This design comes from an exercise in tuning for small area and a short achievable clock period on the open sky130 flow, not from production work. Where RTL was checked, it was by simulation tests only, not by an equivalence proof against the original. Power figures rest on the tool's default switching activity, not on a simulated workload.

==> flow/design.v (excerpt) <==
module fir_15 #
  (
    parameter integer C_S00_AXIS_TDATA_WIDTH  = 32,
    parameter integer C_M00_AXIS_TDATA_WIDTH  = 32
  )
  (
  input wire  s00_axis_aclk, s00_axis_aresetn,
  input wire  s00_axis_tlast, s00_axis_tvalid,
  input wire [C_S00_AXIS_TDATA_WIDTH-1 : 0] s00_axis_tdata,
  input wire [(C_S00_AXIS_TDATA_WIDTH/8)-1: 0] s00_axis_tstrb,
  output logic  s00_axis_tready,
  input wire  m00_axis_tready,
  output logic  m00_axis_tvalid, m00_axis_tlast,
  output logic [C_M00_AXIS_TDATA_WIDTH-1 : 0] m00_axis_tdata,
  output logic [(C_M00_AXIS_TDATA_WIDTH/8)-1: 0] m00_axis_tstrb
  );
Size: about 3300 cells after synthesis, ~80 I/O pins.
==> flow/config.mk <==
export PLATFORM = sky130hd
export DESIGN_NAME = fir_15
export DESIGN_NICKNAME = fir_15
export VERILOG_FILES = /design/flow/design.v
export SDC_FILE = /design/flow/constraint.sdc
export NUM_CORES = 4
export LEC_CHECK = 0
export CAP_MARGIN = 20
export CORE_MARGIN = 2
export CORE_UTILIZATION = 65
export CTS_CLUSTER_DIAMETER = 80
export CTS_CLUSTER_SIZE = 32
export SETUP_SLACK_MARGIN = 4.1
export SLEW_MARGIN = 20
export SYNTH_HIERARCHICAL = 1
export SYNTH_MINIMUM_KEEP_SIZE = 0
==> flow/constraint.sdc <==
create_clock -name core_clock -period 7.5 [get_ports {s00_axis_aclk}]
set_input_delay 1.5000 -clock core_clock [delete_from_list [all_inputs] [get_ports {s00_axis_aclk}]]
set_output_delay 1.5000 -clock core_clock [all_outputs]
set_load 0.01 [all_outputs]
standard.sh (not shown) runs the stock make flow with config.mk's settings and CLKGATE_MAP_FILE= SYNTH_SCRIPT=/design/flow/synth_recipe.tcl, a recipe that flattens the netlist after the stock synthesis.
==> flow/flow/run.sh <==
#!/bin/bash
# The standard layout (the standard.sh, unchanged synthesis and steps), except that
# the port buffers that global placement inserts are plain sky130_fd_sc_hd__buf_4 cells.
# make's full output goes to standard.log here; each ORFS step keeps its own log under orfs/logs/.
set -euo pipefail
export BUFFER_PORTS_ARGS="-buffer_cell sky130_fd_sc_hd__buf_4"
bash standard.sh > standard.log 2>&1
The starting point completed with no timing, DRC or antenna violations.
Edit:
SETUP_SLACK_MARGIN = 4.2   (was 4.1)
After rerunning: Routed wire length increases slightly. Cell area increases slightly. Non-clock buffer count increases by 23. First-iteration DRC count increases slightly. Clock-buffer cell count is unchanged. Sequential share of layout area decreases by 0.57 points. Power increases by a few percent.
No functional check of the RTL was part of any run of this note.


fir_15, a different RTL version from the one above (not shown whole).
For scale: roughly 3,300 cells after synthesis, ~39,000 um^2 of cells after synthesis.
==> flow/config.mk <==
export PLATFORM = sky130hd
export DESIGN_NAME = fir_15
export DESIGN_NICKNAME = fir_15
export VERILOG_FILES = /design/flow/design.v
export SDC_FILE = /design/flow/constraint.sdc
export NUM_CORES = 4
export LEC_CHECK = 0
export CAP_MARGIN = 20
export CORE_MARGIN = 2
export CORE_UTILIZATION = 65
export CTS_BUF_LIST = sky130_fd_sc_hd__clkbuf_8
export SETUP_SLACK_MARGIN = 4.0
export SLEW_MARGIN = 20
export SYNTH_HIERARCHICAL = 1
export SYNTH_MINIMUM_KEEP_SIZE = 0
==> flow/constraint.sdc <==
create_clock -name core_clock -period 7.5 [get_ports {s00_axis_aclk}]
set_input_delay 1.5000 -clock core_clock [delete_from_list [all_inputs] [get_ports {s00_axis_aclk}]]
set_output_delay 1.5000 -clock core_clock [all_outputs]
set_load 0.01 [all_outputs]
Scripts as last shown in full above: flow/flow/run.sh
==> next run, changes <==
CORE_UTILIZATION = 75   (was 65)
The new run ran to the end with no violations. Die area went down by 13%. Routed wire length went up by 5.2%. Clock skew went down by 0.0051 ns. Worst setup slack is worse by 0.027 ns. Register-to-register slack is worse by 0.09 ns.
==> next run, changes <==
CORE_UTILIZATION = 65   (was 75)
CTS_BUF_LIST = unset   (was sky130_fd_sc_hd__clkbuf_8)
CTS_CLUSTER_DIAMETER = 80   (was unset)
CTS_CLUSTER_SIZE = 32   (was unset)
Effect: Wire length came out lower by 5.8%. Final cell count hardly moves. Power came out lower by 8.4%. Cell area came out lower by 1.1%. Via count came out lower by 4.9%. Register-to-register slack improves by 0.04 ns.
==> next run, changes <==
CORE_UTILIZATION = 50   (was 65)
CTS_BUF_LIST = sky130_fd_sc_hd__clkbuf_8   (was unset)
CTS_CLUSTER_DIAMETER = unset   (was 80)
CTS_CLUSTER_SIZE = unset   (was 32)
SETUP_SLACK_MARGIN = 4.25   (was 4.0)
After rerunning: The changed run finished clean. Critical path depth fell by 8. Register-to-register slack gains 0.05 ns. Clock skew went down by 0.0035 ns. Worst setup slack gets worse by 0.069 ns.


Another version of the RTL of fir_15 (not shown whole).
Size: ~80 I/O pins, roughly 39000 um2 of cells after synthesis.
export LEC_CHECK = 0
export CAP_MARGIN = 20
export CORE_MARGIN = 2
export CORE_UTILIZATION = 50
export SETUP_SLACK_MARGIN = 4.0
export SLEW_MARGIN = 20
export SYNTH_HIERARCHICAL = 1
export SYNTH_MINIMUM_KEEP_SIZE = 0
create_clock -name core_clock -period 7.5 [get_ports {s00_axis_aclk}]
run.sh (not shown) runs the stock make flow with config.mk's settings and CLKGATE_MAP_FILE= SYNTH_SCRIPT=/design/flow/synth_recipe.tcl, a recipe that flattens the netlist after the stock synthesis.
Stock flow here: none of the scripts above is used.
The starting point passed the timing, design-rule and antenna checks.
==> next run, changes <==
==> flow/flow/run.sh (new file) <==
#!/bin/bash
# The standard layout (the standard.sh, unchanged synthesis and steps), except that
# the port buffers that global placement inserts are plain sky130_fd_sc_hd__buf_4 cells.
# make's full output goes to standard.log here; each ORFS step keeps its own log under orfs/logs/.
set -euo pipefail
export BUFFER_PORTS_ARGS="-buffer_cell sky130_fd_sc_hd__buf_4"
bash standard.sh > standard.log 2>&1
==> flow/standard.sh (new file) <==
#!/bin/bash
# synth_recipe.tcl (not shown) runs the flow's synth.tcl, then flattens the netlist and writes it again
# the make line also repeats each setting of config.mk as NAME=value (left out here)
make -C /OpenROAD-flow-scripts/flow DESIGN_CONFIG=/design/flow/config.mk WORK_HOME=/design/flow/orfs CLKGATE_MAP_FILE= SYNTH_SCRIPT=/design/flow/synth_recipe.tcl "${@:-finish}"
--- a/flow/config.mk
+++ b/flow/config.mk
@@ -10,0 +11 @@
+export CTS_BUF_LIST = sky130_fd_sc_hd__clkbuf_8
removed: flow/run.sh
The new run finished clean.
Design area is lower by 1.7%.
Global-route usage is lower by 0.17 points.
Total power is lower by 6.9%.
Combinational power is lower by about 5%.
==> next run, changes <==
--- a/flow/config.mk
+++ b/flow/config.mk
@@ -11 +10,0 @@
-export CTS_BUF_LIST = sky130_fd_sc_hd__clkbuf_8
After rerunning: Wire length barely changes; global-route usage is about the same; sequential power is about the same; flip-flop and latch count is unchanged; total power goes up by a few percent; core utilization goes up by 0.19 points; via count goes down slightly; worst hold slack is about the same; cell area goes up slightly; first-iteration DRC count goes up by a few percent.
==> next run, changes <==
--- a/flow/config.mk
+++ b/flow/config.mk
@@ -11 +11,2 @@
-export SETUP_SLACK_MARGIN = 4.0
+export CTS_BUF_LIST = sky130_fd_sc_hd__clkbuf_8
+export SETUP_SLACK_MARGIN = 3.7
Clock power shrinks by roughly a tenth.
Hold slack barely changes.
Sequential power hardly moves.
Die area does not change.
Cell count grows slightly.
Power shrinks by a few percent.


fir_15, a different RTL version from the one above (not shown whole).
Size: about 3300 cells after synthesis, about 0.039 sq mm of cells after synthesis.
Settings: LEC_CHECK=0, CAP_MARGIN=20, CORE_MARGIN=2, CORE_UTILIZATION=65, CTS_CLUSTER_DIAMETER=80, CTS_CLUSTER_SIZE=32, SETUP_SLACK_MARGIN=3.9, SLEW_MARGIN=20, SYNTH_HIERARCHICAL=1, SYNTH_MINIMUM_KEEP_SIZE=0; clock period 7.5 ns.
standard.sh (not shown) runs the stock make flow with config.mk's settings and CLKGATE_MAP_FILE= SYNTH_SCRIPT=/design/flow/synth_recipe.tcl, a recipe that flattens the netlist after the stock synthesis.
==> flow/flow/run.sh <==
#!/bin/bash
# The standard layout (the standard.sh, unchanged synthesis and steps), except that
# the port buffers that global placement inserts are plain sky130_fd_sc_hd__buf_4 cells.
# make's full output goes to standard.log here; each ORFS step keeps its own log under orfs/logs/.
set -euo pipefail
export BUFFER_PORTS_ARGS="-buffer_cell sky130_fd_sc_hd__buf_4"
bash standard.sh > standard.log 2>&1
Edit:
--- a/flow/config.mk
+++ b/flow/config.mk
@@ -11,3 +11,3 @@
-export CTS_CLUSTER_DIAMETER = 80
-export CTS_CLUSTER_SIZE = 32
-export SETUP_SLACK_MARGIN = 3.9
+export CTS_CLUSTER_DIAMETER = 60
+export CTS_CLUSTER_SIZE = 24
+export SETUP_SLACK_MARGIN = 4.0
Setup slack improved by 0.030 ns.
Count of clock-buffer cells in the layout went up by 10.
Critical path depth decreases by 3.
Via count climbs by about 0.9%.
First-iteration DRC count came out lower by about 7%.
Maximum frequency is higher by 0.87%.
Cell area rises by about 1.8%.
Worst hold slack barely changes.
Edit:
--- a/flow/config.mk
+++ b/flow/config.mk
@@ -11,2 +11,2 @@
-export CTS_CLUSTER_DIAMETER = 60
-export CTS_CLUSTER_SIZE = 24
+export CTS_CLUSTER_DIAMETER = 80
+export CTS_CLUSTER_SIZE = 32
Result: Register-to-register slack stays flat. Non-clock buffer count is higher by 5. Die area is unchanged. Power drops by 4.5%. Global-route usage barely changes. Clock power fell by 18%. Fmax goes up by 0.43%. Area after synthesis is unchanged. Cell area fell by 0.88%. Routed wire length hardly moves.
Edit:
--- a/flow/config.mk
+++ b/flow/config.mk
@@ -10 +10 @@
-export CORE_UTILIZATION = 65
+export CORE_UTILIZATION = 72
The changed run completed without violations.
Worst setup slack got worse by 0.092 ns.
Fmax falls by a few percent.
First-iteration DRC count rises by a quarter to a third.

[static timing again, ports no longer ideal]
How much do the figures lean on ideal ports? The routed layouts below were timed once more, with nothing changed but the port constraints.
Step 1 sets driving cells, clkbuf_16 on the clock port and buf_2 on the other inputs (assumed; they add their load-dependent delay and slew).
Step 2, shift: input delay + t, output delay - t, t = (earliest + latest rising clock arrival at the registers) / 2. This alone moves slack from input paths to output paths.
Slacks: ideal / step 1 / step 2; pairs: ideal / step 1.
run	t (ns)	setup WS [ns]	worst setup path after step 2	slew at the worst register clock pin (ns)	worst data-port slew with drivers (ns)
the first run of note 1	0.653	4.030 / 3.902 / 3.249	input to register	0.12 / 0.12	0.24
the second run of note 1	0.651	3.950 / 3.745 / 3.093	input to register	0.12 / 0.12	0.29
the first run of note 2	0.768	3.960 / 3.897 / 3.170	input to register	0.07 / 0.07	0.23
the second run of note 2	0.770	3.933 / 3.874 / 3.106	input to register	0.07 / 0.07	0.22
the third run of note 2	0.659	4.015 / 3.787 / 3.128	input to register	0.11 / 0.11	0.32
the fourth run of note 2	0.795	3.946 / 3.880 / 3.229	input to register	0.07 / 0.07	0.24
the first run of note 3	0.685	3.900 / 3.846 / 3.261	input to register	0.06 / 0.06	0.16
the second run of note 3	0.782	3.930 / 3.869 / 3.182	input to register	0.06 / 0.06	0.13
the third run of note 3	0.673	3.880 / 3.880 / 3.324	input to register	0.06 / 0.06	0.13
the fourth run of note 3	0.781	3.820 / 3.759 / 3.173	input to register	0.06 / 0.06	0.10
the first run of note 4	0.643	3.976 / 3.911 / 3.338	input to register	0.11 / 0.11	0.08
the second run of note 4	0.665	4.006 / 3.919 / 3.255	input to register	0.09 / 0.09	0.24
the third run of note 4	0.644	4.021 / 3.843 / 3.199	input to register	0.11 / 0.11	0.27
the fourth run of note 4	0.643	3.929 / 3.795 / 3.153	input to register	0.11 / 0.11	0.20
After both steps every run listed still meets setup and hold. The setup slack of the third run of note 2, which loses most, moves by -0.228 ns with the drivers and by -0.887 ns with both steps.
